Context: an optimization exercise on an open-source flow, tuned for small area. The choices shown serve that exercise and are no tape-out recipe. RTL that was checked went through simulation tests only; none was proved equivalent to the original. Only the layout flow was run in run 3; the RTL was not checked for function there. Power and IR drop assume default switching activity.

<file path="flow/design.v">
`timescale 1ns / 1ps
module fast_detector(
    input clk,
    input en,
    input [7:0] row_cnt,
    input [8:0] col_cnt,
    input [7:0] f_6,
    input [7:0] f_5,
    input [7:0] f_4,
    input [7:0] f_3,
    input [7:0] f_2,
    input [7:0] f_1,
    input [7:0] f_0,
    output is_FAST
    );
parameter ROW = 240;
parameter COL = 376;
reg [7:0] fast_row_cnt;
reg [8:0] fast_col_cnt;
reg start_cnt;
always @(posedge clk or negedge en) begin
    if (!en) begin
        fast_row_cnt <= 8'd7;
        fast_col_cnt <= 9'd6;
        start_cnt <= 1'b0;
    end
    else begin
        if (start_cnt) begin
            if (fast_col_cnt == COL - 1)
                fast_col_cnt <= 9'd0;
            else
                fast_col_cnt <= fast_col_cnt + 1'b1;
            if (fast_row_cnt == ROW - 1 && fast_col_cnt == COL - 1) begin
                fast_row_cnt <= 8'd0;
                start_cnt <= 1'b0;
            end
            else if (fast_col_cnt == COL - 1)
                fast_row_cnt <= fast_row_cnt + 1'b1;
        end
        else if (row_cnt == 8'd1 && col_cnt == 9'd33) begin
            fast_col_cnt <= 9'd7;
            start_cnt <= 1'b1;
        end
    end
end
reg [7:0] r0_1, r6_1;
reg [7:0] r1_1, r1_2, r5_1, r5_2;
reg [7:0] r2_1, r2_2, r2_3, r3_1, r3_2, r3_3, r4_1, r4_2, r4_3;
always @(posedge clk or negedge en) begin
    if (!en) begin
        r0_1 <= 8'd0; r6_1 <= 8'd0;
        r1_1 <= 8'd0; r1_2 <= 8'd0; r5_1 <= 8'd0; r5_2 <= 8'd0;
        r2_1 <= 8'd0; r2_2 <= 8'd0; r2_3 <= 8'd0;
        r3_1 <= 8'd0; r3_2 <= 8'd0; r3_3 <= 8'd0;
        r4_1 <= 8'd0; r4_2 <= 8'd0; r4_3 <= 8'd0;
    end
    else begin
        r0_1 <= f_0; r6_1 <= f_6;
        r1_1 <= f_1; r1_2 <= r1_1; r5_1 <= f_5; r5_2 <= r5_1;
        r2_1 <= f_2; r2_2 <= r2_1; r2_3 <= r2_2;
        r3_1 <= f_3; r3_2 <= r3_1; r3_3 <= r3_2;
        r4_1 <= f_4; r4_2 <= r4_1; r4_3 <= r4_2;
    end
end
function cy8;
    input [7:0] a;
    input [7:0] b;
    integer i;
    reg g;
    begin
        g = 1'b0;
        for (i = 0; i < 8; i = i + 1)
            g = (a[i] & b[i]) | ((a[i] | b[i]) & g);
        cy8 = g;
    end
endfunction
function [17:0] thr;
    input [7:0] c;
    reg [8:0] tb, td;
    begin
        tb = {1'b0, c} + 9'd25;
        td = {1'b0, c} - 9'd26;
        thr = {~tb[8], ~tb[7:0], ~td[8], ~td[7:0]};
    end
endfunction
function [1:0] cls;    
    input [7:0] p;
    input [17:0] t;
    begin
        cls[1] = t[17] & cy8(p, t[16:9]);
        cls[0] = t[8] & ~cy8(p, t[7:0]);
    end
endfunction
wire [17:0] t0 = thr(f_3);
wire [17:0] t1 = thr(r3_1);
wire [17:0] t3 = thr(r3_3);
wire [1:0] k0  = cls(f_0, t0);
wire [1:0] k8  = cls(f_6, t0);
wire [1:0] k9  = cls(r6_1, t0);
wire [1:0] k15 = cls(r0_1, t0);
wire [1:0] k10 = cls(r5_2, t0);
wire [1:0] k14 = cls(r1_2, t0);
wire [1:0] k11 = cls(r4_3, t0);
wire [1:0] k12;            
wire [1:0] k13 = cls(r2_3, t0);
wire [1:0] k1  = cls(f_0, t1);
wire [1:0] k7  = cls(f_6, t1);
wire [1:0] k2  = cls(r1_1, t3);
wire [1:0] k6  = cls(r5_1, t3);
wire [1:0] k3  = cls(f_2, t3);
wire [1:0] k4  = cls(f_3, t3);
assign k12 = {k4[0], k4[1]};
wire [1:0] k5  = cls(f_4, t3);
reg [17:0] s0_1, s0_2, s0_3;    
reg [3:0]  s1_1, s1_2;          
always @(posedge clk or negedge en) begin
    if (!en) begin
        s0_1 <= 18'd0; s0_2 <= 18'd0; s0_3 <= 18'd0;
        s1_1 <= 4'd0; s1_2 <= 4'd0;
    end
    else begin
        s0_1 <= {k0, k15, k14, k13, k12, k11, k10, k9, k8};
        s0_2 <= s0_1; s0_3 <= s0_2;
        s1_1 <= {k7, k1}; s1_2 <= s1_1;
    end
end
wire [31:0] ring_w;
assign ring_w[1:0]   = s0_3[17:16];
assign ring_w[3:2]   = s1_2[1:0];
assign ring_w[5:4]   = k2;
assign ring_w[7:6]   = k3;
assign ring_w[9:8]   = k4;
assign ring_w[11:10] = k5;
assign ring_w[13:12] = k6;
assign ring_w[15:14] = s1_2[3:2];
assign ring_w[31:16] = s0_3[15:0];
wire [15:0] rb, rd;
genvar gi;
generate for (gi = 0; gi < 16; gi = gi + 1) begin: g_unpack
    assign rb[gi] = ring_w[2*gi+1];
    assign rd[gi] = ring_w[2*gi];
end endgenerate
function fast_f;
    input [15:0] b;
    input [15:0] d;
    integer i;
    reg [15:0] n, e, a, run;
    reg [7:0] sa, pb, sb, pa;    
    reg hit;
    begin
        for (i = 0; i < 16; i = i + 1) begin
            n[i] = b[i] | d[i];
            e[i] = (b[i] & b[(i + 1) % 16]) | (d[i] & d[(i + 1) % 16]);
        end
        sa[7] = e[7];  pa[0] = e[0];
        sb[7] = e[15]; pb[0] = e[8];
        for (i = 6; i >= 0; i = i - 1) begin
            sa[i] = sa[i+1] & e[i];
            sb[i] = sb[i+1] & e[i+8];
        end
        for (i = 1; i < 8; i = i + 1) begin
            pa[i] = pa[i-1] & e[i];
            pb[i] = pb[i-1] & e[i+8];
        end
        run[0] = pa[7];
        run[8] = pb[7];
        for (i = 1; i < 8; i = i + 1) begin
            run[i]   = sa[i] & pb[i-1];
            run[i+8] = sb[i] & pa[i-1];
        end
        hit = 1'b0;
        for (i = 0; i < 16; i = i + 1) begin
            if (i == 0)
                a[i] = n[0];
            else
                a[i] = n[i] & (e[i-1] | ~a[i-1]);
            hit = hit | (a[i] & run[i]);
        end
        fast_f = hit;
    end
endfunction
wire corner = fast_f(rb, rd);
reg [24:0] dly;
always @(posedge clk or negedge en) begin
    if (!en) dly <= 25'd0;
    else dly <= {dly[23:0], corner};
end
assign is_FAST = dly[24] && (fast_row_cnt >= 8'd7 && fast_row_cnt <= 8'd231 && fast_col_cnt >= 9'd7 && fast_col_cnt <= 9'd367);
endmodule
</file>
<file path="flow/flow/run.sh">
#!/bin/bash
# Standard layout with these changes to how it is built:
#  - after the standard synthesis, its combinational logic is re-mapped for
#    area with ABC (registers, their names and cells are left untouched)
#  - ports are buffered with the smallest buffer (buf_1) instead of the default pick
#  - clock tree: sink clusters sized for the flop clock-pin slew limit, no dummy loads
set -euo pipefail
here=$(pwd)
res=$here/orfs/results/$FLOW_PLATFORM/fast_detector/base
lib=$FLOW_HOME/platforms/$FLOW_PLATFORM/lib/sky130_fd_sc_hd__tt_025C_1v80.lib
yosys_bin=$FLOW_HOME/../tools/install/yosys/bin/yosys
[ -x "$yosys_bin" ] || yosys_bin=yosys

export BUFFER_PORTS_ARGS="-buffer_cell sky130_fd_sc_hd__buf_1"
export CTS_ARGS="-sink_clustering_enable -repair_clock_nets -dont_use_dummy_load -buf_list sky130_fd_sc_hd__clkbuf_8 -sink_clustering_size 16 -sink_clustering_max_diameter 60"

# 1. standard synthesis
bash standard.sh synth > synth_flow.log 2>&1

# 2. area re-mapping of the combinational logic
cp "$res/1_2_yosys.v" "$here/standard_synth.v"
sed -e "s#LIBFILE#$lib#g" -e "s#INFILE#$here/standard_synth.v#" \
    -e "s#ABCSCRIPT#$here/flow/abc_area.script#" -e "s#OUTFILE#$here/resynth.v#" \
    -e "s#TOPNAME#$FLOW_TOP#" flow/resynth.ys > resynth_run.ys
"$yosys_bin" -s resynth_run.ys > resynth.log 2>&1
cp "$here/resynth.v" "$res/1_2_yosys.v"
rm -f "$res/1_synth.odb" "$res/1_synth.sdc"
touch "$res/1_2_yosys.v"

# 3. the rest of the standard layout on the re-mapped netlist
bash standard.sh finish > layout_flow.log 2>&1
</file>
<file path="flow/flow/abc_area.script">
strash
&get -n
&st
&deepsyn -T 60
&put
dc2
&get -n
&st
&dch -f
&nf -a
&st
&dch -f
&nf -a
&put
topo
dnsize
</file>
<file path="flow/flow/resynth.ys">
# Re-map the combinational logic of the standard synthesis netlist for area.
# Registers (and tie cells) are kept as they are: same instances, names and cells.
read_liberty -ignore_miss_func LIBFILE
read_verilog INFILE
hierarchy -top TOPNAME
setattr -mod -set keep_hierarchy 1 sky130_fd_sc_hd__df* sky130_fd_sc_hd__conb*
flatten
opt_clean -purge
techmap
opt -fast -purge
abc -liberty LIBFILE -script ABCSCRIPT -dont_use sky130_fd_sc_hd__lpflow_bleeder_1 -dont_use sky130_fd_sc_hd__lpflow_clkbufkapwr_1 -dont_use sky130_fd_sc_hd__lpflow_clkbufkapwr_16 -dont_use sky130_fd_sc_hd__lpflow_clkbufkapwr_2 -dont_use sky130_fd_sc_hd__lpflow_clkbufkapwr_4 -dont_use sky130_fd_sc_hd__lpflow_clkbufkapwr_8 -dont_use sky130_fd_sc_hd__lpflow_clkinvkapwr_1 -dont_use sky130_fd_sc_hd__lpflow_clkinvkapwr_16 -dont_use sky130_fd_sc_hd__lpflow_clkinvkapwr_2 -dont_use sky130_fd_sc_hd__lpflow_clkinvkapwr_4 -dont_use sky130_fd_sc_hd__lpflow_clkinvkapwr_8 -dont_use sky130_fd_sc_hd__lpflow_decapkapwr_12 -dont_use sky130_fd_sc_hd__lpflow_decapkapwr_3 -dont_use sky130_fd_sc_hd__lpflow_decapkapwr_4 -dont_use sky130_fd_sc_hd__lpflow_decapkapwr_6 -dont_use sky130_fd_sc_hd__lpflow_decapkapwr_8 -dont_use sky130_fd_sc_hd__lpflow_inputiso0n_1 -dont_use sky130_fd_sc_hd__lpflow_inputiso0p_1 -dont_use sky130_fd_sc_hd__lpflow_inputiso1n_1 -dont_use sky130_fd_sc_hd__lpflow_inputiso1p_1 -dont_use sky130_fd_sc_hd__lpflow_inputisolatch_1 -dont_use sky130_fd_sc_hd__lpflow_isobufsrc_1 -dont_use sky130_fd_sc_hd__lpflow_isobufsrc_16 -dont_use sky130_fd_sc_hd__lpflow_isobufsrc_2 -dont_use sky130_fd_sc_hd__lpflow_isobufsrc_4 -dont_use sky130_fd_sc_hd__lpflow_isobufsrc_8 -dont_use sky130_fd_sc_hd__lpflow_isobufsrckapwr_16 -dont_use sky130_fd_sc_hd__lpflow_lsbuf_lh_hl_isowell_tap_1 -dont_use sky130_fd_sc_hd__lpflow_lsbuf_lh_hl_isowell_tap_2 -dont_use sky130_fd_sc_hd__lpflow_lsbuf_lh_hl_isowell_tap_4 -dont_use sky130_fd_sc_hd__lpflow_lsbuf_lh_isowell_4 -dont_use sky130_fd_sc_hd__lpflow_lsbuf_lh_isowell_tap_1 -dont_use sky130_fd_sc_hd__lpflow_lsbuf_lh_isowell_tap_2 -dont_use sky130_fd_sc_hd__lpflow_lsbuf_lh_isowell_tap_4 -dont_use sky130_fd_sc_hd__probe_p_8 -dont_use sky130_fd_sc_hd__probec_p_8 
opt_clean -purge
hilomap -singleton -hicell sky130_fd_sc_hd__conb_1 HI -locell sky130_fd_sc_hd__conb_1 LO
insbuf -buf sky130_fd_sc_hd__buf_4 A X
splitnets
opt_clean -purge
blackbox sky130_fd_sc_hd__*
stat -liberty LIBFILE
write_verilog -noattr -nohex -nodec OUTFILE
</file>
<file path="flow/standard.sh">
#!/bin/bash
# synth_recipe.tcl (not shown) runs the flow's synth.tcl, then flattens the netlist and writes it again
# the make line also repeats each setting of config.mk as NAME=value (left out here)
make -C /OpenROAD-flow-scripts/flow DESIGN_CONFIG=/design/flow/config.mk WORK_HOME=/design/flow/orfs CLKGATE_MAP_FILE= SYNTH_SCRIPT=/design/flow/synth_recipe.tcl "${@:-finish}"
</file>
<file path="flow/config.mk">
export PLATFORM = sky130hd
export DESIGN_NAME = fast_detector
export DESIGN_NICKNAME = fast_detector
export VERILOG_FILES = /design/flow/design.v
export SDC_FILE = /design/flow/constraint.sdc
export NUM_CORES = 4
export LEC_CHECK = 0
export CAP_MARGIN = 20
export CORE_MARGIN = 2
export CORE_UTILIZATION = 40
export GPL_TIMING_DRIVEN = 0
export SLEW_MARGIN = 20
</file>
<file path="flow/constraint.sdc">
create_clock -name core_clock -period 5.0 [get_ports {clk}]
set_input_delay 1.0000 -clock core_clock [delete_from_list [all_inputs] [get_ports {clk}]]
set_output_delay 1.0000 -clock core_clock [all_outputs]
set_load 0.01 [all_outputs]
</file>
==> results by group, run 1 <==
CTS
  • CTS tree: done
  • Reg clk slew, reported paths: 100 ps
  • Root Buffer: clkbuf_8
  • H-tree Lvls: 1
  • Max Root-Sink Buffers: 3
  • Clock sinks: 225
  • CTS Buf Count: 21
  • Skew-Pair Late Insertion Delay: about 530 ps

Finish
  • N_diodes: 0
  • Util after Layout: 0.461
  • Nets: 1020
  • Final std cells w/o fill: 1262
  • Layout cell share with drive strength beyond 1: 0.0700
  • Synthesis-to-finish area growth: 14.0%
  • Filler cells: 2204

Synth
  • Syn Area/Cell: around 11 sq um
  • Netlist Area Pre-Place: 0.00941 sq mm
  • Syn nets: 907
  • Synth warn: 1
  • Synth Instances: 832

Floorplan
  • Initial core utilization: 0.404
  • Core Footprint: 0.0233 sq mm
  • Die height: 157 um
  • Num ports: 76
  • DIE AREA: 0.0248 sq mm
  • Die Wd: 157 um
  • # rows: 56

STA
  • Final hold vios: 0
  • Final Critical Period: 4720 ps
  • Post-Route Setup TNS: 0 ps
  • FMAX: between 200 and 250 MHz
  • Final critical-path share of the clock period: 0.944
  • Setup-failing EPs final: 0
  • Slew HR: 0.322
  • Pins Over Slew Limit: 0
  • Worst slew pin tran: 1020 ps
  • Clk_skew: approximately 58 ps

Hold path
  • Worst hold-check path type: reg2reg
  • Worst hold path depth: 0
  • Worst hold endpoint: r3_3[6]$_DFF_PN0_
  • Origin of the worst min-delay path: r3_2[6]$_DFF_PN0_

Global route
  • Total GRT Usage: 0.182
  • Largest net degree at the start of global routing: 35
  • First-pass GRT wire length: 35800 um
  • Vias in the first global route: between 6k and 7k
  • Overflow after GRT: 0
  • Grt met1 use: 0.258
  • Met2 Use GR: 0.302
  • Busiest grt layer: met2
  • Met3 GRT Util: 0.0259
  • Initial antenna violation count: 0

Power
  • Power density over cell area: approximately 330 mW/mm^2
  • Lkg Pwr: 4.26 nW
  • VDD IR max: between 0.2 and 0.25 mV

Drt
  • DR pass1 iterations: 5
  • WL per Instance: roughly 17 um
  • WL final: around 22000 um
  • Initial DRC Count: 626
  • Drt drc: 0
  • Post-route ant nets: 0
  • Vias: 7030
  • Vias/cell: approximately 5.6

Critical path
  • Reg2reg setup slack: about 280 ps
  • Max incr delay on CP: 570 ps
  • Crit Path Max Fanout: 14
  • CP arrival: 5140 ps
  • Crit path top cell by count: a21o_1
  • Critical path class: reg2reg
  • CP Launch Type: register
  • WP data required: approximately 5400 ps
  • R2R Path End: dly[0]$_DFF_PN0_
  • Worst Setup End Kind: register
  • Crit path cell chain: o211ai_1 -> buf_4 -> xnor2_2 -> o22ai_1 -> a21o_1 -> a21oi_1 -> o22ai_2 -> a222oi_1 -> o21ai_1 -> a21o_1 -> a21o_1 -> a211o_1 -> a31o_1 -> a21oi_2 -> o21ai_0 -> a22oi_1 -> o221ai_1 -> a21bo_1 -> a311o_1
  • R2r worst-path depth: 19
  • Launch point of the worst reg-to-reg path: r3_3[1]$_DFF_PN0_
  • Crit path max-delay cell type: dfrtp_4

Placed design
  • Placer congestion estimate: ~0.80
  • Number of I/O port buffers: 75
  • Placed Cells: between 1k and 1.5k
  • DPL Wire Length: 15900 um

Status
  • Outcome: complete, no violations

Flow run
  • Max_cap viols: 0
metrics by stage:
step | instance area (sq um) | setup WS [ps] | power, mW | hold WS (ps)
after floorplan | 9410 | 571 | 2.41 | 331
after global placement | 10100 | -7810 | 2.62 | 331
after detailed placement | 10300 | -564 | 2.65 | 335
after CTS | 10600 | 17.1 | 3.60 | 301
after global routing | 10700 | -7.23 | 3.77 | 303
final | 10700 | 279 | 3.58 | 310
what timing repair did:
action,in CTS,in global routing
pin swaps,0,5
buffers inserted,0,8
hold buffers,0,0
setup endpoints to repair,1,1
cloned,0,0
gates resized for setup,5,19
worst max-delay path by stage:
stage                 startpoint           endpoint  cells past startpoint
3_3_place_gp                  en  r4_1[0]$_DFF_PN0_                      1
5_1_grt        r3_3[1]$_DFF_PN0_   dly[0]$_DFF_PN0_                     19
6_report       r3_3[1]$_DFF_PN0_   dly[0]$_DFF_PN0_                     19
2_1_floorplan  r3_3[1]$_DFF_PN0_   dly[0]$_DFF_PN0_                     18
4_1_cts                   f_3[0]   dly[0]$_DFF_PN0_                     19
3_5_place_dp              f_3[0]   dly[0]$_DFF_PN0_                     19
worst max-delay path, delay by kind of cell (launching register included):
family,cells,cell delay [ps]
AO/OA/AOI/OAI,17,3690
flip-flops,1,570
buffers and inverters,1,180
XOR/XNOR,1,180
where the power goes:
group | internal, mW | switching (mW)
clock network | 0.375 | 0.561
registers | 1.95 | 0.0888
logic | 0.241 | 0.360
total | 2.57 | 1.01
flip-flops by register name, summed over array words and instances, names as in the netlist, 9 cells and up:
register / cells
fast_col_cnt: 9
s0_2: 18
s0_1: 18
dly: 25
s0_3: 18
per-layer routing:
layer | vias to the layer above | wire length [um] | share of wire
li1 | 3421 | - | -
met4 | 0 | 376 | 0.017
met1 | 3398 | 10200 | 0.46
met3 | 29 | 965 | 0.044
met2 | 182 | 10500 | 0.47
met5 | - | 0 | 0
final cells by class:
| class | count | area (sq um) | share of cell area |
|---|---|---|---|
| sequential | 225 | 5640 | 0.526 |
| multi-input combinational | 586 | 3820 | 0.356 |
| timing repair buffer | 90 | 493 | 0.0460 |
| tap | 319 | 399 | 0.0372 |
| clock buffer | 21 | 289 | 0.0270 |
| inverter | 21 | 78.8 | 0.00735 |
layout by cell type, fill, tap and decap left out, types with 8 or more instances in the layout:
master    count
xnor2_1      11
a221oi_1     30
clkinv_1     21
nor2b_1       8
a31oi_1      14
o221ai_1     24
nand2b_1     15
clkbuf_8     21
buf_4         8
o22ai_1      42
or2_0         8
buf_1        72
dfrtp_1     217
maj3_1       22
a21oi_1      58
o21ai_0      66
nor2_1       51
nand2_1      68
a311oi_1     15
nand3_1      11
a22oi_1      31
==> inputs of run 2 (changes only) <==
--- a/flow/config.mk
+++ b/flow/config.mk
@@ -9,4 +9,3 @@
 export CORE_MARGIN = 2
 export CORE_UTILIZATION = 40
-export GPL_TIMING_DRIVEN = 0
 export SLEW_MARGIN = 20
==> run 2 against run 1 <==
Still clean. Worst setup slack gained 68 ps. Synthesized cell count stayed put. Design area decreased by 0.96%. Clock skew shrank 29 ps. Total power down 1.0%. Non-clock buffer count rose by 13. Hold slack better by 21 ps. Largest power group unchanged.
==> results by group, run 2 <==
Synth
  • Syn Area/Cell: 11.3 sq um
  • Netlist Area Pre-Place: 0.00941 sq mm
  • Syn nets: 907
  • Synth Instances: 832
  • Synth warn: 1

Floorplan
  • DIE AREA: 0.0248 sq mm
  • Die height: 157 um
  • Core Footprint: around 0.023 sq mm
  • Num ports: 76
  • Initial core utilization: 0.404
  • Die Wd: 157 um
  • # rows: 56

Drt
  • Vias: 7048
  • Post-route ant nets: 0
  • WL per Instance: 17.6 um
  • WL final: 22500 um
  • Initial DRC Count: around 520
  • DR pass1 iterations: 8
  • Drt drc: 0
  • Vias/cell: around 5.5

Placed design
  • Area after DPL: 0.0103 sq mm
  • Placer congestion estimate: 0.891
  • Placed Cells: roughly 1.3k
  • Number of I/O port buffers: 75
  • DPL Wire Length: around 16000 um

Power
  • VDD IR max: 0.187 mV
  • PnR Total Power: 3.54 mW
  • Lkg Pwr: 4.23 nW
  • Power density over cell area: between 300 and 400 mW/mm^2

STA
  • Clk_skew: 28.1 ps
  • Final critical-path share of the clock period: 0.931
  • Worst slew pin tran: 963 ps
  • Final Critical Period: around 4700 ps
  • Final hold vios: 0
  • Hold WS: approximately 330 ps
  • Setup-failing EPs final: 0
  • FMAX: 215 MHz
  • Slew HR: 0.356
  • Pins Over Slew Limit: 0

Critical path
  • CP arrival: a little over 5000 ps
  • Crit Path Max Fanout: 13
  • Critical path class: reg2reg
  • WP data required: around 5400 ps
  • Worst Setup End Kind: register
  • CP Launch Type: register

Global route
  • Largest net degree at the start of global routing: between 100 and 150
  • First-pass GRT wire length: 36100 um
  • Overflow after GRT: 0
  • Vias in the first global route: 6565
  • Initial antenna violation count: 0
  • Total GRT Usage: 0.184

CTS
  • CTS Buf Count: 20
  • Root Buffer: clkbuf_8
  • Reg clk slew, reported paths: 80 ps
  • H-tree Lvls: 1
  • Max Root-Sink Buffers: 3
  • Skew-Pair Late Insertion Delay: 520 ps
  • Clock sinks: roughly 230
  • CTS tree: done

Finish
  • Max reg flops: 25
  • N_diodes: 0
  • Most frequent cells in the layout: 218 x dfrtp_1, 74 x buf_1, 69 x nand2_1
  • Layout cell share with drive strength beyond 1: 0.0639
  • Commonest non-fill, non-tap cell in the layout: dfrtp_1
  • Synthesis-to-finish area growth: 12.9%
  • Nets: around 1.0k
  • Final Instance Area: 0.0106 sq mm
  • Final std cells w/o fill: 1274
  • Util after Layout: 0.456
  • Top reg by flops: dly

Flow run
  • Max_cap viols: 0

Hold path
  • Worst hold-check path type: reg2reg

Status
  • Outcome: complete, no violations
==> run 2: power breakdown <==
group	leakage (nW)	total, mW	internal, mW	switching [mW]
combinational	1.38	0.596	0.238	0.357
clock	0.144	0.899	0.359	0.540
sequential	2.71	2.04	1.95	0.0951
total	4.23	3.54	2.55	0.993
==> run 2: path summary, 6_finish.rpt <==
check / startpoint / end / slack [ps] / cells after the start
worst max register to register: r3_3[1]$_DFF_PN0_ / dly[0]$_DFF_PN0_ / 350 / 19
worst max-delay path: r3_3[1]$_DFF_PN0_ / dly[0]$_DFF_PN0_ / 350 / 19
min in group asynchronous: en / fast_col_cnt[3]$_DFFE_PN0P_ / 550 / 1
worst min-delay path: s0_2[9]$_DFF_PN0_ / s0_3[9]$_DFF_PN0_ / 330 / 0
worst min register to register: s0_2[9]$_DFF_PN0_ / s0_3[9]$_DFF_PN0_ / 330 / 0
max in group asynchronous: en / r3_3[1]$_DFF_PN0_ / 3240 / 2
==> run 2: area by class of cell <==
| type | instances | area [sq um] |
|---|---|---|
| Fill cell | 2240 | 12600 |
| Sequential cell | 225 | 5640 |
| Timing Repair Buffer | 103 | 508 |
| Inverter | 21 | 78.8 |
| Multi-Input combinational cell | 586 | 3720 |
| Clock buffer | 20 | 275 |
| Tap cell | 319 | 399 |
==> run 2: worst max-delay path, stage by stage, from the launching register on <==
cell and delay (ps):
dfrtp_2 490, buf_4 190, nand3_1 100, nand2_1 150
maj3_1 370, a21oi_1 130, a2bb2oi_1 220, o21ai_0 150
a222oi_1 440, o21ai_1 160, a21o_1 200, a21o_1 190
a211o_1 300, a31o_1 220, a21oi_2 180, o21ai_0 130
a22oi_2 230, o221ai_1 150, a21bo_1 230, a311o_1 310
==> run 2: metal layers <==
metal	track usage	wire length, um
met4	0.0411	452
met1	0.258	10200
met5	0	0
met2	0.308	10900
met3	0.0242	940
==> run 2: timing repair <==
action / CTS / global route
setup endpoints to repair: 0 / 1
gates resized for setup: 0 / 8
hold buffers: 0 / 0
setup buffers: 0 / 0
endpoints found under the hold margin: 0 / 0
==> run 2: through the flow <==
step                worst slack [ps]  setup TNS, ps
global placement                 270              0
CTS                              176              0
global route                   -14.2          -14.2
detailed placement               164              0
floorplan                        571              0
finish                           347              0
==> inputs of run 3 (changes only) <==
--- a/flow/design.v
+++ b/flow/design.v
@@ -19,4 +19,7 @@
 reg [8:0] fast_col_cnt;
 reg start_cnt;
+wire col_end = (fast_col_cnt == COL - 1);
+wire row_end = (fast_row_cnt == ROW - 1);
+wire trig = (row_cnt == 8'd1) && (col_cnt == 9'd33);
 always @(posedge clk or negedge en) begin
     if (!en) begin
@@ -26,20 +29,22 @@
     end
     else begin
+        if (!start_cnt && trig)
+            fast_col_cnt <= 9'd7;
+        else if (col_end)
+            fast_col_cnt <= 9'd0;
+        else
+            fast_col_cnt <= fast_col_cnt + 1'b1;
         if (start_cnt) begin
-            if (fast_col_cnt == COL - 1)
-                fast_col_cnt <= 9'd0;
-            else
-                fast_col_cnt <= fast_col_cnt + 1'b1;
-            if (fast_row_cnt == ROW - 1 && fast_col_cnt == COL - 1) begin
-                fast_row_cnt <= 8'd0;
-                start_cnt <= 1'b0;
+            if (col_end) begin
+                if (row_end) begin
+                    fast_row_cnt <= 8'd0;
+                    start_cnt <= 1'b0;
+                end
+                else
+                    fast_row_cnt <= fast_row_cnt + 1'b1;
             end
-            else if (fast_col_cnt == COL - 1)
-                fast_row_cnt <= fast_row_cnt + 1'b1;
         end
-        else if (row_cnt == 8'd1 && col_cnt == 9'd33) begin
-            fast_col_cnt <= 9'd7;
+        else if (trig)
             start_cnt <= 1'b1;
-        end
     end
 end
@@ -186,4 +191,4 @@
     else dly <= {dly[23:0], corner};
 end
-assign is_FAST = dly[24] && (fast_row_cnt >= 8'd7 && fast_row_cnt <= 8'd231 && fast_col_cnt >= 9'd7 && fast_col_cnt <= 9'd367);
+assign is_FAST = dly[24] && start_cnt && (fast_row_cnt >= 8'd7 && fast_row_cnt <= 8'd231 && fast_col_cnt >= 9'd7 && fast_col_cnt <= 9'd367);
 endmodule
==> flow/flow/run.sh (replaced) <==
#!/bin/bash
# Standard layout with these changes to how it is built:
#  - the netlist is our own Yosys synthesis of the RTL (-nofsm -noshare,
#    flattened), mapped for area with ABC; its registers get the names of the
#    standard synthesis's registers (paired by the RTL register bit on their Q
#    pin, same cell types).  If they do not pair up one to one, the standard
#    synthesis netlist is used, with only its combinational logic re-mapped.
#  - ports are buffered with the smallest buffer (buf_1) instead of the default pick
#  - clock tree: sink clusters sized for the flop clock-pin slew limit, no dummy loads
set -euo pipefail
here=$(pwd)
res=$here/orfs/results/$FLOW_PLATFORM/fast_detector/base
lib=$FLOW_HOME/platforms/$FLOW_PLATFORM/lib/sky130_fd_sc_hd__tt_025C_1v80.lib
yosys_bin=$FLOW_HOME/../tools/install/yosys/bin/yosys
[ -x "$yosys_bin" ] || yosys_bin=yosys

export BUFFER_PORTS_ARGS="-buffer_cell sky130_fd_sc_hd__buf_1"
export CTS_ARGS="-sink_clustering_enable -repair_clock_nets -dont_use_dummy_load -buf_list sky130_fd_sc_hd__clkbuf_8 -sink_clustering_size 16 -sink_clustering_max_diameter 60"

bash standard.sh synth > synth_flow.log 2>&1
cp "$res/1_2_yosys.v" "$here/standard_synth.v"

subst() {
  sed -e "s#LIBFILE#$lib#g" -e "s#INFILE#$here/standard_synth.v#" \
      -e "s#DESIGNFILE#$FLOW_DESIGN#" -e "s#ABCSCRIPT#$here/flow/abc_area.script#" \
      -e "s#OUTFILE#$2#" -e "s#TOPNAME#$FLOW_TOP#g" "$1"
}

# 2a. own synthesis from the RTL, registers renamed to the standard names
use=""
subst flow/ownsynth.ys "$here/own_synth.v" > ownsynth_run.ys
if "$yosys_bin" -s ownsynth_run.ys > ownsynth.log 2>&1 &&
   python3 flow/rename_regs.py "$here/standard_synth.v" "$here/own_synth.v" "$here/own_renamed.v" > rename.log 2>&1; then
  use="$here/own_renamed.v"
fi
# 2b. fallback: re-map only the combinational logic of the standard netlist
if [ -z "$use" ]; then
  subst flow/resynth.ys "$here/resynth.v" > resynth_run.ys
  "$yosys_bin" -s resynth_run.ys > resynth.log 2>&1
  use="$here/resynth.v"
fi
echo "netlist used: $use" > netlist_choice.log
cp "$use" "$res/1_2_yosys.v"
rm -f "$res/1_synth.odb" "$res/1_synth.sdc"
touch "$res/1_2_yosys.v"

# 3. the rest of the standard layout on that netlist
bash standard.sh finish > layout_flow.log 2>&1
==> flow/flow/ownsynth.ys (new file) <==
# Our own synthesis of the design straight from the RTL, mapped for area.
# Register names are then matched to the standard synthesis (rename_regs.py).
read_verilog -defer DESIGNFILE
hierarchy -check -top TOPNAME
synth -top TOPNAME -flatten -nofsm -noshare
opt_clean -purge
dfflibmap -liberty LIBFILE -dont_use sky130_fd_sc_hd__lpflow_bleeder_1 -dont_use sky130_fd_sc_hd__lpflow_clkbufkapwr_1 -dont_use sky130_fd_sc_hd__lpflow_clkbufkapwr_16 -dont_use sky130_fd_sc_hd__lpflow_clkbufkapwr_2 -dont_use sky130_fd_sc_hd__lpflow_clkbufkapwr_4 -dont_use sky130_fd_sc_hd__lpflow_clkbufkapwr_8 -dont_use sky130_fd_sc_hd__lpflow_clkinvkapwr_1 -dont_use sky130_fd_sc_hd__lpflow_clkinvkapwr_16 -dont_use sky130_fd_sc_hd__lpflow_clkinvkapwr_2 -dont_use sky130_fd_sc_hd__lpflow_clkinvkapwr_4 -dont_use sky130_fd_sc_hd__lpflow_clkinvkapwr_8 -dont_use sky130_fd_sc_hd__lpflow_decapkapwr_12 -dont_use sky130_fd_sc_hd__lpflow_decapkapwr_3 -dont_use sky130_fd_sc_hd__lpflow_decapkapwr_4 -dont_use sky130_fd_sc_hd__lpflow_decapkapwr_6 -dont_use sky130_fd_sc_hd__lpflow_decapkapwr_8 -dont_use sky130_fd_sc_hd__lpflow_inputiso0n_1 -dont_use sky130_fd_sc_hd__lpflow_inputiso0p_1 -dont_use sky130_fd_sc_hd__lpflow_inputiso1n_1 -dont_use sky130_fd_sc_hd__lpflow_inputiso1p_1 -dont_use sky130_fd_sc_hd__lpflow_inputisolatch_1 -dont_use sky130_fd_sc_hd__lpflow_isobufsrc_1 -dont_use sky130_fd_sc_hd__lpflow_isobufsrc_16 -dont_use sky130_fd_sc_hd__lpflow_isobufsrc_2 -dont_use sky130_fd_sc_hd__lpflow_isobufsrc_4 -dont_use sky130_fd_sc_hd__lpflow_isobufsrc_8 -dont_use sky130_fd_sc_hd__lpflow_isobufsrckapwr_16 -dont_use sky130_fd_sc_hd__lpflow_lsbuf_lh_hl_isowell_tap_1 -dont_use sky130_fd_sc_hd__lpflow_lsbuf_lh_hl_isowell_tap_2 -dont_use sky130_fd_sc_hd__lpflow_lsbuf_lh_hl_isowell_tap_4 -dont_use sky130_fd_sc_hd__lpflow_lsbuf_lh_isowell_4 -dont_use sky130_fd_sc_hd__lpflow_lsbuf_lh_isowell_tap_1 -dont_use sky130_fd_sc_hd__lpflow_lsbuf_lh_isowell_tap_2 -dont_use sky130_fd_sc_hd__lpflow_lsbuf_lh_isowell_tap_4 -dont_use sky130_fd_sc_hd__probe_p_8 -dont_use sky130_fd_sc_hd__probec_p_8 
opt
abc -liberty LIBFILE -script ABCSCRIPT -dont_use sky130_fd_sc_hd__lpflow_bleeder_1 -dont_use sky130_fd_sc_hd__lpflow_clkbufkapwr_1 -dont_use sky130_fd_sc_hd__lpflow_clkbufkapwr_16 -dont_use sky130_fd_sc_hd__lpflow_clkbufkapwr_2 -dont_use sky130_fd_sc_hd__lpflow_clkbufkapwr_4 -dont_use sky130_fd_sc_hd__lpflow_clkbufkapwr_8 -dont_use sky130_fd_sc_hd__lpflow_clkinvkapwr_1 -dont_use sky130_fd_sc_hd__lpflow_clkinvkapwr_16 -dont_use sky130_fd_sc_hd__lpflow_clkinvkapwr_2 -dont_use sky130_fd_sc_hd__lpflow_clkinvkapwr_4 -dont_use sky130_fd_sc_hd__lpflow_clkinvkapwr_8 -dont_use sky130_fd_sc_hd__lpflow_decapkapwr_12 -dont_use sky130_fd_sc_hd__lpflow_decapkapwr_3 -dont_use sky130_fd_sc_hd__lpflow_decapkapwr_4 -dont_use sky130_fd_sc_hd__lpflow_decapkapwr_6 -dont_use sky130_fd_sc_hd__lpflow_decapkapwr_8 -dont_use sky130_fd_sc_hd__lpflow_inputiso0n_1 -dont_use sky130_fd_sc_hd__lpflow_inputiso0p_1 -dont_use sky130_fd_sc_hd__lpflow_inputiso1n_1 -dont_use sky130_fd_sc_hd__lpflow_inputiso1p_1 -dont_use sky130_fd_sc_hd__lpflow_inputisolatch_1 -dont_use sky130_fd_sc_hd__lpflow_isobufsrc_1 -dont_use sky130_fd_sc_hd__lpflow_isobufsrc_16 -dont_use sky130_fd_sc_hd__lpflow_isobufsrc_2 -dont_use sky130_fd_sc_hd__lpflow_isobufsrc_4 -dont_use sky130_fd_sc_hd__lpflow_isobufsrc_8 -dont_use sky130_fd_sc_hd__lpflow_isobufsrckapwr_16 -dont_use sky130_fd_sc_hd__lpflow_lsbuf_lh_hl_isowell_tap_1 -dont_use sky130_fd_sc_hd__lpflow_lsbuf_lh_hl_isowell_tap_2 -dont_use sky130_fd_sc_hd__lpflow_lsbuf_lh_hl_isowell_tap_4 -dont_use sky130_fd_sc_hd__lpflow_lsbuf_lh_isowell_4 -dont_use sky130_fd_sc_hd__lpflow_lsbuf_lh_isowell_tap_1 -dont_use sky130_fd_sc_hd__lpflow_lsbuf_lh_isowell_tap_2 -dont_use sky130_fd_sc_hd__lpflow_lsbuf_lh_isowell_tap_4 -dont_use sky130_fd_sc_hd__probe_p_8 -dont_use sky130_fd_sc_hd__probec_p_8 
opt_clean -purge
setundef -zero
hilomap -singleton -hicell sky130_fd_sc_hd__conb_1 HI -locell sky130_fd_sc_hd__conb_1 LO
insbuf -buf sky130_fd_sc_hd__buf_4 A X
splitnets
opt_clean -purge
rename -hide w:*$func$*
stat -liberty LIBFILE
write_verilog -noattr -nohex -nodec OUTFILE
==> flow/flow/rename_regs.py (new file) <==
#!/usr/bin/env python3
"""Give the registers of our own synthesis netlist the instance names the
standard synthesis gave them, matching each register by the net on its Q pin
(both netlists name it after the RTL register bit).  Refuses (exit 1) unless
the registers pair up one to one with the same cell type (drive strength may
differ)."""
import re, sys

CELL = re.compile(r'^\s*(sky130_fd_sc_hd__\w+)\s+(\\\S+\s|\S+)\s*\((.*?)\);', re.M | re.S)
PIN = re.compile(r'\.(\w+)\(\s*([^()]*?)\s*\)')

def norm(n):
    n = n.strip()
    if n.startswith('\\'):
        n = n[1:]
    return n.strip()

def regs(text):
    out = {}
    for m in CELL.finditer(text):
        cell, inst, body = m.group(1), m.group(2), m.group(3)
        if not re.match(r'sky130_fd_sc_hd__(df|sdf|edf|dl)', cell):
            continue
        pins = dict((p, v) for p, v in PIN.findall(body))
        q = pins.get('Q') or pins.get('Q_N')
        if q is None:
            raise SystemExit('register without Q: %s' % inst)
        key = norm(q)
        if key in out:
            raise SystemExit('two registers drive %s' % key)
        out[key] = (cell, inst, m.start(2), m.end(2))
    return out

def base(cell):
    return re.sub(r'_\d+$', '', cell)

std = open(sys.argv[1]).read()
own = open(sys.argv[2]).read()
rs, ro = regs(std), regs(own)
if set(rs) != set(ro):
    print('register sets differ: only standard %s, only own %s' % (sorted(set(rs) - set(ro))[:10], sorted(set(ro) - set(rs))[:10]))
    sys.exit(1)
for k in rs:
    if base(rs[k][0]) != base(ro[k][0]):
        print('cell type differs for %s: %s vs %s' % (k, rs[k][0], ro[k][0]))
        sys.exit(1)
# rename from the end so that offsets stay valid
edits = sorted(((ro[k][2], ro[k][3], rs[k][1]) for k in ro), reverse=True)
names = set(m.group(2).strip() for m in CELL.finditer(own))
for s, e, new in edits:
    own = own[:s] + new.rstrip() + ' ' + own[e:]
# no other instance may already carry one of the new names
newnames = set(rs[k][1].strip() for k in rs)
oldregnames = set(ro[k][1].strip() for k in ro)
if (names - oldregnames) & newnames:
    print('name clash')
    sys.exit(1)
if re.search(r'\\[^\s]*[/:]', own):
    print('identifier with / or : left')
    sys.exit(1)
open(sys.argv[3], 'w').write(own)
print('renamed %d registers' % len(rs))
==> run 3 against run 2 <==
Worst setup slack got worse by 110 ps. Area after synthesis shrank 1.0%. Critical endpoint unchanged. Non-clock buffer count rose by 8. Sequential power hardly changed. Clock power is 3.6% higher. Still clean. Wire length up 0.91%.
==> results by group, run 3 <==
Power
  • Seq pwr share: 0.565
  • Clk pwr share: 0.258
  • Power Internal: 2.58 mW
  • Power density over cell area: 338 mW/mm^2
  • VDD IR max: 0.218 mV
  • Sw Ratio: 0.283
  • NetSw: just over 1 mW
  • Lkg Pwr: between 4 and 5 nW
  • Part of the power in combinational logic: 0.177

CTS
  • Clock sinks: 225
  • H-tree Lvls: 1
  • CTS Buf Count: 21
  • Skew-Pair Late Insertion Delay: 540 ps
  • Max Root-Sink Buffers: 3
  • Reg clk slew, reported paths: 100 ps
  • CTS tree: done
  • Root Buffer: clkbuf_8

Flow run
  • Max_cap viols: 0

Synth
  • Netlist Area Pre-Place: 0.00931 sq mm
  • Synth Instances: 818
  • Syn Area/Cell: 11.4 sq um
  • Synth warn: 1
  • Syn nets: 893

Finish
  • N_diodes: 0
  • Filler cells: between 2k and 2.5k
  • Top reg by flops: dly
  • Layout cell share with drive strength beyond 1: 0.0821
  • Area of the multi-input gates: around 0.0037 sq mm
  • Final std cells w/o fill: 1263
  • Util after Layout: 0.468
  • Max reg flops: 25
  • Sequential Area: 0.00564 sq mm
  • Most frequent cells in the layout: 218 x dfrtp_1, 92 x o21ai_0, 74 x buf_1
  • Nets: 1027
  • Synthesis-to-finish area growth: 14.6%
  • Commonest non-fill, non-tap cell in the layout: dfrtp_1

Drt
  • WL per Instance: 17.9 um
  • Drt drc: 0
  • DR pass1 iterations: 5
  • Vias: 7011
  • Vias/cell: between 5 and 6
  • Initial DRC Count: 535
  • WL final: 22700 um
  • Post-route ant nets: 0

Global route
  • Overflow after GRT: 0
  • First-pass GRT wire length: approximately 37000 um
  • Vias in the first global route: 6755
  • Total GRT Usage: 0.190
  • Initial antenna violation count: 0
  • Largest net degree at the start of global routing: 99

Floorplan
  • Initial core utilization: 0.409
  • Num ports: 76
  • Die Wd: approximately 160 um
  • # rows: 55
  • Core Footprint: 0.0228 sq mm
  • Die height: around 160 um
  • DIE AREA: 0.0245 sq mm

Hold path
  • Worst hold-check path type: reg2reg

Status
  • Outcome: complete, no violations

STA
  • Worst slew pin tran: 974 ps
  • Final hold vios: 0
  • Hold WS: between 300 and 400 ps
  • Final critical-path share of the clock period: 0.953
  • Pins Over Slew Limit: 0
  • Final Critical Period: 4760 ps
  • Slew HR: 0.348
  • Setup-failing EPs final: 0
  • FMAX: 210 MHz
  • Clk_skew: 58.9 ps

Critical path
  • Worst Setup End Kind: register
  • Crit Path Max Fanout: 8
  • Critical path class: reg2reg
  • WP data required: about 5400 ps
  • CP arrival: just over 5000 ps
  • CP Launch Type: register

Placed design
  • Number of I/O port buffers: 75
  • DPL Wire Length: 16200 um
  • Placer congestion estimate: 0.849
  • Placed Cells: 1237
==> run 3: final timing paths <==
| path | slack, ps | from | depth (start not counted) | end |
|---|---|---|---|---|
| worst max-delay path | 240 | r3_3[1]$_DFF_PN0_ | 19 | dly[0]$_DFF_PN0_ |
| worst min-delay path | 300 | dly[0]$_DFF_PN0_ | 0 | dly[1]$_DFF_PN0_ |
| min in group asynchronous | 580 | en | 1 | dly[18]$_DFF_PN0_ |
| worst max register to register | 240 | r3_3[1]$_DFF_PN0_ | 19 | dly[0]$_DFF_PN0_ |
| worst min register to register | 300 | dly[0]$_DFF_PN0_ | 0 | dly[1]$_DFF_PN0_ |
| max in group asynchronous | 3420 | en | 2 | dly[0]$_DFF_PN0_ |
==> run 3: what timing repair did <==
item / CTS / global route
setup buffers: 0 / 5
hold buffers: 0 / 0
pin swaps: 0 / 15
setup endpoints to repair: 1 / 1
resized for setup: 1 / 22
==> run 3: layout make-up <==
class                   count  share of cell area
well taps                 313              0.0367
multi-input cells         582               0.349
flip-flops and latches    225               0.529
clock buffers              21              0.0271
repair buffers            111              0.0544
inverters                  11             0.00387
==> run 3: power groups by stage <==
stage                     Clock, mW  Combinational (mW)  Sequential, mW
after floorplan                   0               0.376            2.04
after global placement            0               0.595            2.07
after detailed placement          0               0.601            2.08
after CTS                     0.980               0.606            2.04
after global routing           1.06               0.714            2.06
final                         0.931               0.637            2.04
==> run 3: critical path, stage by stage, from the launching register on <==
cell and delay, ps:
dfrtp_2 410, buf_4 150, and3_1 190, or2_1 350, a222oi_1 450, nor3_1 80
a221oi_1 280, nor2_1 90, a221oi_1 300, a2bb2oi_2 250, mux2_1 250, a31oi_2 140
a211oi_2 330, o311ai_2 190, a311oi_2 370, o22a_1 190, a21oi_1 90, and3_1 160
a311oi_1 190, nand3_1 100
==> run 3: layer usage <==
layer | vias up | GRT usage | wire length, um
li1 | 3402 | - | -
met1 | 3389 | 0.260 | 9970
met2 | 182 | 0.316 | 11200
met3 | 38 | 0.0274 | 929
met4 | 0 | 0.0542 | 575
met5 | - | 0 | 0
==> run 3: metrics by stage <==
stage	power, mW	setup TNS, ps	cell area (sq um)	setup slack [ps]
after floorplan	2.41	0	9310	469
after global placement	2.67	0	10200	71.7
after detailed placement	2.68	-97.1	10200	-97.1
after CTS	3.63	0	10500	120
after global routing	3.82	-71.7	10700	-71.7
final	3.61	0	10700	236
==> inputs of run 4 (changes only) <==
--- a/flow/design.v
+++ b/flow/design.v
@@ -100,6 +100,4 @@
 wire [17:0] t1 = thr(r3_1);
 wire [17:0] t3 = thr(r3_3);
-wire [1:0] k0  = cls(f_0, t0);
-wire [1:0] k8  = cls(f_6, t0);
 wire [1:0] k9  = cls(r6_1, t0);
 wire [1:0] k15 = cls(r0_1, t0);
@@ -109,4 +107,6 @@
 wire [1:0] k12;            
 wire [1:0] k13 = cls(r2_3, t0);
+wire [1:0] k0  = cls(r0_1, t1);
+wire [1:0] k8  = cls(r6_1, t1);
 wire [1:0] k1  = cls(f_0, t1);
 wire [1:0] k7  = cls(f_6, t1);
@@ -117,20 +117,20 @@
 assign k12 = {k4[0], k4[1]};
 wire [1:0] k5  = cls(f_4, t3);
-reg [17:0] s0_1, s0_2, s0_3;    
-reg [3:0]  s1_1, s1_2;          
+reg [13:0] s0_1, s0_2, s0_3;    
+reg [7:0]  s1_1, s1_2;          
 always @(posedge clk or negedge en) begin
     if (!en) begin
-        s0_1 <= 18'd0; s0_2 <= 18'd0; s0_3 <= 18'd0;
-        s1_1 <= 4'd0; s1_2 <= 4'd0;
+        s0_1 <= 14'd0; s0_2 <= 14'd0; s0_3 <= 14'd0;
+        s1_1 <= 8'd0; s1_2 <= 8'd0;
     end
     else begin
-        s0_1 <= {k0, k15, k14, k13, k12, k11, k10, k9, k8};
+        s0_1 <= {k15, k14, k13, k12, k11, k10, k9};
         s0_2 <= s0_1; s0_3 <= s0_2;
-        s1_1 <= {k7, k1}; s1_2 <= s1_1;
+        s1_1 <= {k8, k7, k1, k0}; s1_2 <= s1_1;
     end
 end
 wire [31:0] ring_w;
-assign ring_w[1:0]   = s0_3[17:16];
-assign ring_w[3:2]   = s1_2[1:0];
+assign ring_w[1:0]   = s1_2[1:0];
+assign ring_w[3:2]   = s1_2[3:2];
 assign ring_w[5:4]   = k2;
 assign ring_w[7:6]   = k3;
@@ -138,6 +138,7 @@
 assign ring_w[11:10] = k5;
 assign ring_w[13:12] = k6;
-assign ring_w[15:14] = s1_2[3:2];
-assign ring_w[31:16] = s0_3[15:0];
+assign ring_w[15:14] = s1_2[5:4];
+assign ring_w[17:16] = s1_2[7:6];
+assign ring_w[31:18] = s0_3;
 wire [15:0] rb, rd;
 genvar gi;
==> run 4 against run 3 <==
Area after synthesis decreased by 1.2%. Critical path depth is the same. Non-clock buffer count grew 11.
==> results by group, run 4 <==
Critical path
  • CP Launch Type: register
  • WP data required: 5460 ps
  • R2r worst-path depth: 19
  • Crit path max-delay cell type: or4b_1
  • Max incr delay on CP: approximately 500 ps
  • Critical path class: reg2reg
  • Crit path top cell by count: buf_4
  • Crit path cell chain: buf_4 -> o211ai_1 -> nand2b_1 -> xor2_1 -> buf_4 -> o22ai_1 -> o21ai_0 -> maj3_1 -> mux2_1 -> a211oi_2 -> o32a_1 -> a221o_1 -> a311oi_2 -> o311a_1 -> o221ai_1 -> o21a_1 -> a21oi_1 -> or4b_1 -> nand3_1
  • Crit Path Max Fanout: 18
  • CP arrival: 5230 ps
  • Launch point of the worst reg-to-reg path: r3_3[1]$_DFF_PN0_
  • R2R Path End: dly[0]$_DFF_PN0_
  • Reg2reg setup slack: approximately 230 ps
  • Worst Setup End Kind: register

Power
  • Power density over cell area: around 340 mW/mm^2
  • Seq pwr share: 0.554
  • Clk pwr share: 0.262
  • VDD IR max: around 0.24 mV
  • Sw Ratio: 0.287
  • Lkg Pwr: 4.33 nW
  • Part of the power in combinational logic: 0.184
  • NetSw: 1.04 mW
  • Power Internal: around 2.6 mW

Global route
  • Total GRT Usage: 0.187
  • Largest net degree at the start of global routing: ~120
  • Vias in the first global route: 6703
  • Overflow after GRT: 0
  • Initial antenna violation count: 0
  • First-pass GRT wire length: 36300 um

Finish
  • Max reg flops: 25
  • Commonest non-fill, non-tap cell in the layout: dfrtp_1
  • Area of the multi-input gates: roughly 0.0037 sq mm
  • N_diodes: 0
  • Layout cell share with drive strength beyond 1: 0.0933
  • Most frequent cells in the layout: 216 x dfrtp_1, 83 x o21ai_0, 74 x buf_1
  • Nets: 1031
  • Top reg by flops: dly
  • Filler cells: approximately 2.1k
  • Sequential Area: 0.00554 sq mm
  • Synthesis-to-finish area growth: 15.0%

Placed design
  • Number of I/O port buffers: 75
  • Placer congestion estimate: 0.855
  • Post-Place Setup Slack: -120 ps
  • DPL Wire Length: 16100 um

Floorplan
  • Core Footprint: 0.0226 sq mm
  • Die height: ~160 um
  • Die Wd: 156 um
  • Num ports: 76
  • Initial core utilization: 0.406
  • DIE AREA: approximately 0.024 sq mm
  • # rows: 55

CTS
  • CTS Buf Count: 22
  • H-tree Lvls: 1
  • Max Root-Sink Buffers: 3
  • Cts hold-fix bufs: 0
  • Reg clk slew, reported paths: ~100 ps
  • Clock sinks: 221
  • Root Buffer: clkbuf_8
  • CTS tree: done
  • Skew-Pair Late Insertion Delay: roughly 540 ps

STA
  • Post-Route Setup TNS: 0 ps
  • FMAX: 210 MHz
  • Final Critical Period: 4770 ps
  • Pins Over Slew Limit: 0
  • Setup WS post-layout: roughly 230 ps
  • Slew HR: 0.347
  • Clk_skew: 72.3 ps
  • Final hold vios: 0
  • Setup-failing EPs final: 0
  • Worst slew pin tran: 976 ps
  • Final critical-path share of the clock period: 0.954

Hold path
  • Worst hold path depth: 0
  • Worst hold endpoint: s1_2[6]$_DFF_PN0_
  • Origin of the worst min-delay path: s1_1[6]$_DFF_PN0_
  • Worst hold-check path type: reg2reg

Drt
  • Vias/cell: 5.71
  • DR pass1 iterations: 5
  • Post-route ant nets: 0
  • WL final: 22500 um
  • Vias: between 7k and 8k
  • WL per Instance: 18.2 um
  • Initial DRC Count: 526
  • Drt drc: 0

Synth
  • Syn nets: 885
  • Synth Instances: 810
  • Synth warn: 1
  • Syn Area/Cell: 11.4 sq um
  • Netlist Area Pre-Place: 0.00920 sq mm

Flow run
  • Max_cap viols: 0

Status
  • Outcome: complete, no violations
## run 4: changes by cell type in the layout (fill, tap and decap cells not counted), moves of 6 or more
cell	previous run	this run
buf_4	34	46
nand2_1	64	58
a222oi_1	8	14
nor2_1	49	56
o22ai_1	38	45
maj3_1	18	11
o21ai_0	92	83
a221oi_1	19	13
## run 4: what timing repair did
item                       CTS  global route
pin swaps                    0             6
resized for setup            3            18
setup buffers                0             4
setup endpoints to repair    1             1
## run 4: power groups by stage
stage / clock (mW) / combinational [mW] / sequential, mW
global placement: 0 / 0.629 / 2.04
global route: 1.06 / 0.743 / 2.03
floorplan: 0 / 0.380 / 2.01
finish: 0.951 / 0.669 / 2.01
detailed placement: 0 / 0.632 / 2.05
CTS: 0.996 / 0.640 / 2.01
## run 4: final cells by class
type,instances,area share
Tap cell,285,0.0337
Inverter,8,0.00284
Sequential cell,221,0.523
Timing Repair Buffer,122,0.0615
Clock buffer,22,0.0286
Multi-Input combinational cell,581,0.350
## run 4: worst max-delay path: cells and delay by family, from the launching register on
family	cells	cell delay, ps
simple gates	3	750
mux	1	350
fa+ha+maj	1	380
xor+xnor	1	220
compound gates	11	2190
flops	1	390
buf+inv	2	400
## run 4: worst max path at each step
stage                      startpoint          endpoint  depth (start not counted)
floorplan           r3_3[1]$_DFF_PN0_  dly[0]$_DFF_PN0_                         17
detailed placement             f_3[0]  dly[0]$_DFF_PN0_                         19
CTS                 r3_3[1]$_DFF_PN0_  dly[0]$_DFF_PN0_                         19
global route        r3_3[1]$_DFF_PN0_  dly[0]$_DFF_PN0_                         19
finish              r3_3[1]$_DFF_PN0_  dly[0]$_DFF_PN0_                         19
global placement               f_3[0]  dly[0]$_DFF_PN0_                         19
## run 4: metal layers
layer / track usage / wire length, um / up-vias
met4: 0.0599 / 658 / 0
met5: 0 / 0 / -
met1: 0.277 / 10500 / 3391
met2: 0.289 / 10300 / 201
li1: - / - / 3439
met3: 0.0225 / 1010 / 42
## run 4: metrics by stage
step	util	hold slack [ps]	instances	power, mW	instance area, sq um
after floorplan	-	331	810	2.39	9200
after global placement	0.449	331	1213	2.67	10200
after detailed placement	0.449	335	1213	2.68	10200
after CTS	0.463	300	1235	3.65	10500
after global routing	0.467	298	1239	3.83	10600
final	0.467	299	1239	3.63	10600
==> inputs of run 5 (changes only) <==
--- a/flow/flow/run.sh
+++ b/flow/flow/run.sh
@@ -16,5 +16,5 @@
 
 export BUFFER_PORTS_ARGS="-buffer_cell sky130_fd_sc_hd__buf_1"
-export CTS_ARGS="-sink_clustering_enable -repair_clock_nets -dont_use_dummy_load -buf_list sky130_fd_sc_hd__clkbuf_8 -sink_clustering_size 16 -sink_clustering_max_diameter 60"
+export CTS_ARGS="-sink_clustering_enable -repair_clock_nets -dont_use_dummy_load -buf_list sky130_fd_sc_hd__clkbuf_8 -sink_clustering_size 20 -sink_clustering_max_diameter 60"
 
 bash standard.sh synth > synth_flow.log 2>&1
--- a/flow/config.mk
+++ b/flow/config.mk
@@ -6,6 +6,6 @@
 export NUM_CORES = 4
 export LEC_CHECK = 0
-export CAP_MARGIN = 20
+export CAP_MARGIN = 5
 export CORE_MARGIN = 2
 export CORE_UTILIZATION = 40
-export SLEW_MARGIN = 20
+export SLEW_MARGIN = 5
==> run 5 against run 4 <==
Sequential power about the same. Total power down 1.3%. Non-clock buffer count unchanged. Critical path depth unchanged. Sequential share of layout area up 0.14 points. Global-route usage about the same. Clock power down 4.7%. Die area unchanged. Utilization down 0.12 points. Hold slack better by 3.7 ps. Wire length down 0.13%. Via count up 0.48%. Critical path type unchanged. Critical endpoint unchanged. Largest cell class unchanged. Largest power group unchanged. Highest routed layer unchanged.
==> results by group, run 5 <==
Finish
  • Top reg by flops: dly
  • Max reg flops: 25
  • Most frequent cells in the layout: 216 x dfrtp_1, 83 x o21ai_0, 74 x buf_1
  • Util after Layout: 0.466
  • Filler cells: 2083
  • N_diodes: 0
  • Commonest non-fill, non-tap cell in the layout: dfrtp_1
  • Synthesis-to-finish area growth: 14.7%
  • Final std cells w/o fill: 1237
  • Nets: a little over 1k
  • Layout cell share with drive strength beyond 1: 0.0914

Drt
  • Vias/cell: 5.75
  • Vias: 7107
  • WL per Instance: 18.2 um
  • DR pass1 iterations: 6
  • Initial DRC Count: 475
  • Drt drc: 0
  • Post-route ant nets: 0
  • DR WL met2: 10200 um
  • M1 wire length: 10500 um
  • WL final: 22500 um
  • DR top layer: met4
  • Met3 routed WL: about 1100 um

Global route
  • Initial antenna violation count: 0
  • Total GRT Usage: 0.187
  • First-pass GRT wire length: 36300 um
  • Vias in the first global route: 6680
  • Overflow after GRT: 0
  • Largest net degree at the start of global routing: 121

CTS
  • Reg clk slew, reported paths: 110 ps
  • Skew-Pair Late Insertion Delay: between 500 and 600 ps
  • H-tree Lvls: 1
  • Clock sinks: 221
  • CTS tree: done
  • CTS Buf Count: 20
  • Max Root-Sink Buffers: 3
  • Cts hold-fix bufs: 0
  • Root Buffer: clkbuf_8

STA
  • Hold WS: 302 ps
  • Setup-failing EPs final: 0
  • Pins Over Slew Limit: 0
  • Final critical-path share of the clock period: 0.948
  • Final hold vios: 0
  • Final Critical Period: 4740 ps
  • Worst slew pin tran: 966 ps
  • Post-Route Setup TNS: 0 ps
  • Slew HR: 0.354
  • Clk_skew: roughly 57 ps
  • FMAX: roughly 210 MHz

Critical path
  • WP data required: 5460 ps
  • CP arrival: between 5000 and 6000 ps
  • Worst Setup End Kind: register
  • Crit Path Max Fanout: 18
  • R2r worst-path depth: 19
  • Reg2reg setup slack: 260 ps
  • Crit path launch: r3_3[1]$_DFF_PN0_
  • CP Launch Type: register
  • Launch point of the worst reg-to-reg path: r3_3[1]$_DFF_PN0_
  • Critical path class: reg2reg
  • R2R Path End: dly[0]$_DFF_PN0_
  • End of the critical path: dly[0]$_DFF_PN0_

Floorplan
  • # rows: 55
  • Die Wd: 156 um
  • DIE AREA: between 0.02 and 0.025 sq mm
  • Die height: 156 um
  • Initial core utilization: 0.406
  • Core Footprint: 0.0226 sq mm
  • Num ports: 76

Power
  • PnR Total Power: about 3.6 mW
  • NetSw: a little over 1 mW
  • Lkg Pwr: around 4.3 nW
  • Power Internal: 2.55 mW
  • Clk pwr share: 0.253
  • Sw Ratio: 0.288
  • VDD IR max: 0.236 mV
  • Part of the power in combinational logic: 0.187
  • Power density over cell area: 340 mW/mm^2
  • Seq pwr share: 0.561

Status
  • Outcome: complete, no violations

Hold path
  • Worst hold-check path type: reg2reg
  • Origin of the worst min-delay path: s0_1[12]$_DFF_PN0_

Synth
  • Synth Instances: 810
  • Synth warn: 1
  • Netlist Area Pre-Place: 0.00920 sq mm
  • Syn Area/Cell: about 11 sq um
  • Syn nets: 885

Flow run
  • Max_cap viols: 0

Placed design
  • DPL Wire Length: around 16000 um
  • Placed Cells: approximately 1.2k
  • Placer congestion estimate: 0.855
  • Number of I/O port buffers: 75
-- run 5: worst max-delay path, cell delays in order (launching register included) --
cell	delay, ps
dfrtp_1	390
buf_4	200
o211ai_1	330
nand2b_1	170
xor2_1	210
buf_4	200
o22ai_1	120
o21ai_0	120
maj3_1	380
mux2_1	350
a211oi_2	240
o32a_1	260
a221o_1	200
a311oi_2	110
o311a_1	400
o221ai_1	170
o21a_1	170
a21oi_1	80
or4b_1	500
nand3_1	80
-- run 5: worst min path at each step --
stage | to | slack (ps) | cells past startpoint
6_report | s0_2[12]$_DFF_PN0_ | 300 | 0
5_1_grt | s0_2[12]$_DFF_PN0_ | 290 | 0
4_1_cts | r3_3[7]$_DFF_PN0_ | 300 | 0
3_5_place_dp | dly[24]$_DFF_PN0_ | 330 | 0
3_3_place_gp | r4_3[1]$_DFF_PN0_ | 330 | 0
2_1_floorplan | dly[10]$_DFF_PN0_ | 330 | 0
-- run 5: power groups by stage --
stage | clock network (mW) | registers, mW | logic, mW
after floorplan | 0 | 2.01 | 0.380
after global placement | 0 | 2.04 | 0.629
after detailed placement | 0 | 2.05 | 0.632
after CTS | 0.953 | 2.01 | 0.640
after global routing | 1.02 | 2.03 | 0.743
final | 0.906 | 2.01 | 0.669
-- run 5: layer usage --
metal,vias up,track usage
li1,3436,-
met4,0,0.0599
met3,44,0.0219
met1,3401,0.277
met5,-,0
met2,226,0.288
-- run 5: stage by stage --
stage	cell area, sq um	setup WS [ps]
floorplan	9200	369
global placement	10200	-24.5
detailed placement	10200	-120
CTS	10500	13.4
global route	10600	-27.2
finish	10600	259
-- run 5: timing repair --
item | 4_1_cts | 5_1_grt
gates resized for setup | 2 | 19
hold endpoints to repair | 0 | 0
setup buffers | 0 | 4
pin swaps | 0 | 6
endpoints found under the setup margin | 1 | 1
gates cloned | 0 | 0
-- run 5: area by class of cell --
type | count | area (sq um) | area share
Sequential cell | 221 | 5540 | 0.525
Multi-Input combinational cell | 581 | 3710 | 0.351
Timing Repair Buffer | 122 | 651 | 0.0616
Tap cell | 285 | 357 | 0.0338
Clock buffer | 20 | 275 | 0.0261
Inverter | 8 | 30.0 | 0.00284
==> inputs of run 6 (changes only) <==
--- a/flow/design.v
+++ b/flow/design.v
@@ -16,4 +16,5 @@
 parameter ROW = 240;
 parameter COL = 376;
+localparam [17:0] THR0 = {1'b1, 8'hE6, 1'b0, 8'h19};
 reg [7:0] fast_row_cnt;
 reg [8:0] fast_col_cnt;
@@ -51,5 +52,6 @@
 reg [7:0] r0_1, r6_1;
 reg [7:0] r1_1, r1_2, r5_1, r5_2;
-reg [7:0] r2_1, r2_2, r2_3, r3_1, r3_2, r3_3, r4_1, r4_2, r4_3;
+reg [7:0] r2_1, r2_2, r2_3, r3_1, r3_2, r4_1, r4_2, r4_3;
+reg [17:0] t3;    
 always @(posedge clk or negedge en) begin
     if (!en) begin
@@ -57,5 +59,5 @@
         r1_1 <= 8'd0; r1_2 <= 8'd0; r5_1 <= 8'd0; r5_2 <= 8'd0;
         r2_1 <= 8'd0; r2_2 <= 8'd0; r2_3 <= 8'd0;
-        r3_1 <= 8'd0; r3_2 <= 8'd0; r3_3 <= 8'd0;
+        r3_1 <= 8'd0; r3_2 <= 8'd0; t3 <= THR0;
         r4_1 <= 8'd0; r4_2 <= 8'd0; r4_3 <= 8'd0;
     end
@@ -64,5 +66,5 @@
         r1_1 <= f_1; r1_2 <= r1_1; r5_1 <= f_5; r5_2 <= r5_1;
         r2_1 <= f_2; r2_2 <= r2_1; r2_3 <= r2_2;
-        r3_1 <= f_3; r3_2 <= r3_1; r3_3 <= r3_2;
+        r3_1 <= f_3; r3_2 <= r3_1; t3 <= thr(r3_2);
         r4_1 <= f_4; r4_2 <= r4_1; r4_3 <= r4_2;
     end
@@ -99,5 +101,4 @@
 wire [17:0] t0 = thr(f_3);
 wire [17:0] t1 = thr(r3_1);
-wire [17:0] t3 = thr(r3_3);
 wire [1:0] k9  = cls(r6_1, t0);
 wire [1:0] k15 = cls(r0_1, t0);
==> flow/flow/abc_area.script (replaced) <==
strash
&get -n
&st
&deepsyn -T 60
&put
dc2
&get -n
&st
&dch -f
&nf -R 1000
&put
topo
dnsize
==> run 6 against run 5 <==
Still clean on timing, DRC and antenna. Area after synthesis up 1.6%. Via count shrank 2.0%. Final cell count shrank 0.16%. Critical path depth grew 6. Combinational power decreased by 15%. Critical path type is now in2reg. Critical endpoint unchanged.
==> results by group, run 6 <==
CTS
  • Max Root-Sink Buffers: 3
  • Clock sinks: 231
  • Root Buffer: clkbuf_8
  • CTS Buf Count: 19
  • Reg clk slew, reported paths: 90 ps
  • Skew-Pair Late Insertion Delay: 530 ps
  • CTS tree: done
  • Cts hold-fix bufs: 0
  • H-tree Lvls: 1

Power
  • Power density over cell area: 343 mW/mm^2
  • PnR Total Power: 3.60 mW
  • Lkg Pwr: 4.21 nW
  • VDD IR max: 0.179 mV

Finish
  • Synthesis-to-finish area growth: 12.2%
  • Top reg by flops: dly
  • Layout cell share with drive strength beyond 1: 0.0662
  • Area of the multi-input gates: about 0.0035 sq mm
  • Sequential Area: 0.00580 sq mm
  • Most frequent cells in the layout: 215 x dfrtp_1, 74 x buf_1, 69 x nand2_1
  • N_diodes: 0
  • Biggest regs: dly x25, t3 x18
  • Nets: 999
  • Commonest non-fill, non-tap cell in the layout: dfrtp_1
  • Max reg flops: 25
  • Filler cells: 2119
  • Final std cells w/o fill: 1235

STA
  • Worst slew pin tran: approximately 1100 ps
  • Final critical-path share of the clock period: 0.901
  • Final hold vios: 0
  • RSZ-0062 raised after global routing: false
  • Clk_skew: 67.1 ps
  • Final Critical Period: about 4500 ps
  • Setup-failing EPs final: 0
  • Slew HR: 0.258
  • Post-Route Setup TNS: 0 ps
  • FMAX: 222 MHz
  • Pins Over Slew Limit: 0
  • Setup WS post-layout: 496 ps

Placed design
  • Placer congestion estimate: 0.858
  • DPL Wire Length: 15500 um
  • Post-Place Setup Slack: -133 ps
  • Placed Cells: 1214
  • Number of I/O port buffers: 75

Global route
  • Largest net degree at the start of global routing: 106
  • Overflow after GRT: 0
  • Vias in the first global route: approximately 6.7k
  • Total GRT Usage: 0.181
  • Initial antenna violation count: 0
  • First-pass GRT wire length: 35800 um

Critical path
  • CP arrival: 4930 ps
  • WP data required: 5420 ps
  • CP Launch Type: input port
  • Crit Path Max Fanout: 5
  • Crit path max-delay cell type: a221oi_1
  • Critical path class: in2reg
  • Max incr delay on CP: approximately 320 ps
  • CP Buf/Inv Count: 3
  • Worst Setup End Kind: register
  • Largest delay contributor family on the critical path: compound AO/OA/AOI/OAI gates

Floorplan
  • # rows: 55
  • Die height: 157 um
  • Initial core utilization: 0.410
  • Die Wd: approximately 160 um
  • DIE AREA: 0.0246 sq mm
  • Num ports: 76
  • Core Footprint: 0.0228 sq mm

Drt
  • WL per Instance: 17.7 um
  • Drt drc: 0
  • Post-route ant nets: 0
  • Vias: 6964
  • Vias/cell: 5.64
  • DR pass1 iterations: 5
  • Initial DRC Count: 509
  • WL final: 21800 um

Synth
  • Synth warn: 1
  • Synth Instances: 808
  • Syn Area/Cell: 11.6 sq um
  • Syn nets: 883
  • Netlist Area Pre-Place: 0.00935 sq mm

Hold path
  • Worst hold-check path type: reg2reg

Status
  • Outcome: complete, no violations

Flow run
  • Max_cap viols: 0
[run 6: layout make-up]
type	count	area share
Clock buffer	19	0.0249
Inverter	13	0.00465
Multi-Input combinational cell	564	0.336
Sequential cell	231	0.553
Tap cell	313	0.0373
Timing Repair Buffer	95	0.0439
[run 6: routing by layer]
metal	track usage	vias to the layer above	part of all wire	wire, um
met5	0	-	0	0
met2	0.280	226	0.45	9880
li1	-	3354	-	-
met3	0.0246	39	0.050	1080
met4	0.0459	0	0.020	433
met1	0.270	3345	0.48	10400
[run 6: final timing paths]
check                                            endpoint         startpoint  slack (ps)  depth (start not counted)
max in group asynchronous               r3_1[5]$_DFF_PN0_                 en        3340                          2
worst min-delay path                    s0_3[6]$_DFF_PN0_  s0_2[6]$_DFF_PN0_         340                          0
worst min register to register          s0_3[6]$_DFF_PN0_  s0_2[6]$_DFF_PN0_         340                          0
worst max-delay path                     dly[0]$_DFF_PN0_             f_2[1]         500                         25
min in group asynchronous       fast_col_cnt[3]$_DFF_PN0_                 en         580                          1
worst max register to register           dly[0]$_DFF_PN0_   t3[10]$_DFF_PN1_         530                         24
[run 6: report_power, final]
group	internal (mW)	total, mW	switching [mW]
logic	0.238	0.571	0.333
registers	2.00	2.13	0.126
clock network	0.342	0.897	0.555
[run 6: metrics by stage]
stage | util | area [sq um] | hold WS, ps
5_1_grt | 0.461 | 10500 | 340
2_1_floorplan | - | 9350 | 331
3_5_place_dp | 0.447 | 10200 | 335
3_3_place_gp | 0.447 | 10200 | 332
6_report | 0.461 | 10500 | 338
4_1_cts | 0.459 | 10400 | 341
[run 6: repair_timing]
item | CTS | global route
gates resized for setup | 0 | 8
setup endpoints to repair | 0 | 1
setup buffers | 0 | 2

[port drivers added, routing unchanged]
In the flow no input, the clock included, has a driving cell. The finished layouts below were timed again as built, in two steps. Step 1: set_driving_cell puts a clkbuf_16 on clk and a buf_2 on each other input, an assumption about the parent block. Step 2 times the ports against the registers' clock, not the clock port: input delays grow and output delays shrink by t, the midpoint of the rising clock arrivals with the driver on. Three values: ideal ports, drivers, drivers and shift; two values: the first two.
run	shift t [ns]	setup slack, ns
run 1	0.549	0.279 / 0.279 / -0.197
run 2	0.544	0.347 / 0.347 / 0.199
run 3	0.551	0.236 / 0.236 / 0.091
run 4	0.554	0.231 / 0.231 / -0.019
run 5	0.554	0.259 / 0.259 / -0.011
run 6	0.535	0.496 / 0.515 / -0.020
Met with ideal ports but missed after step 2: setup timing in run 1, run 4, run 5 and run 6.
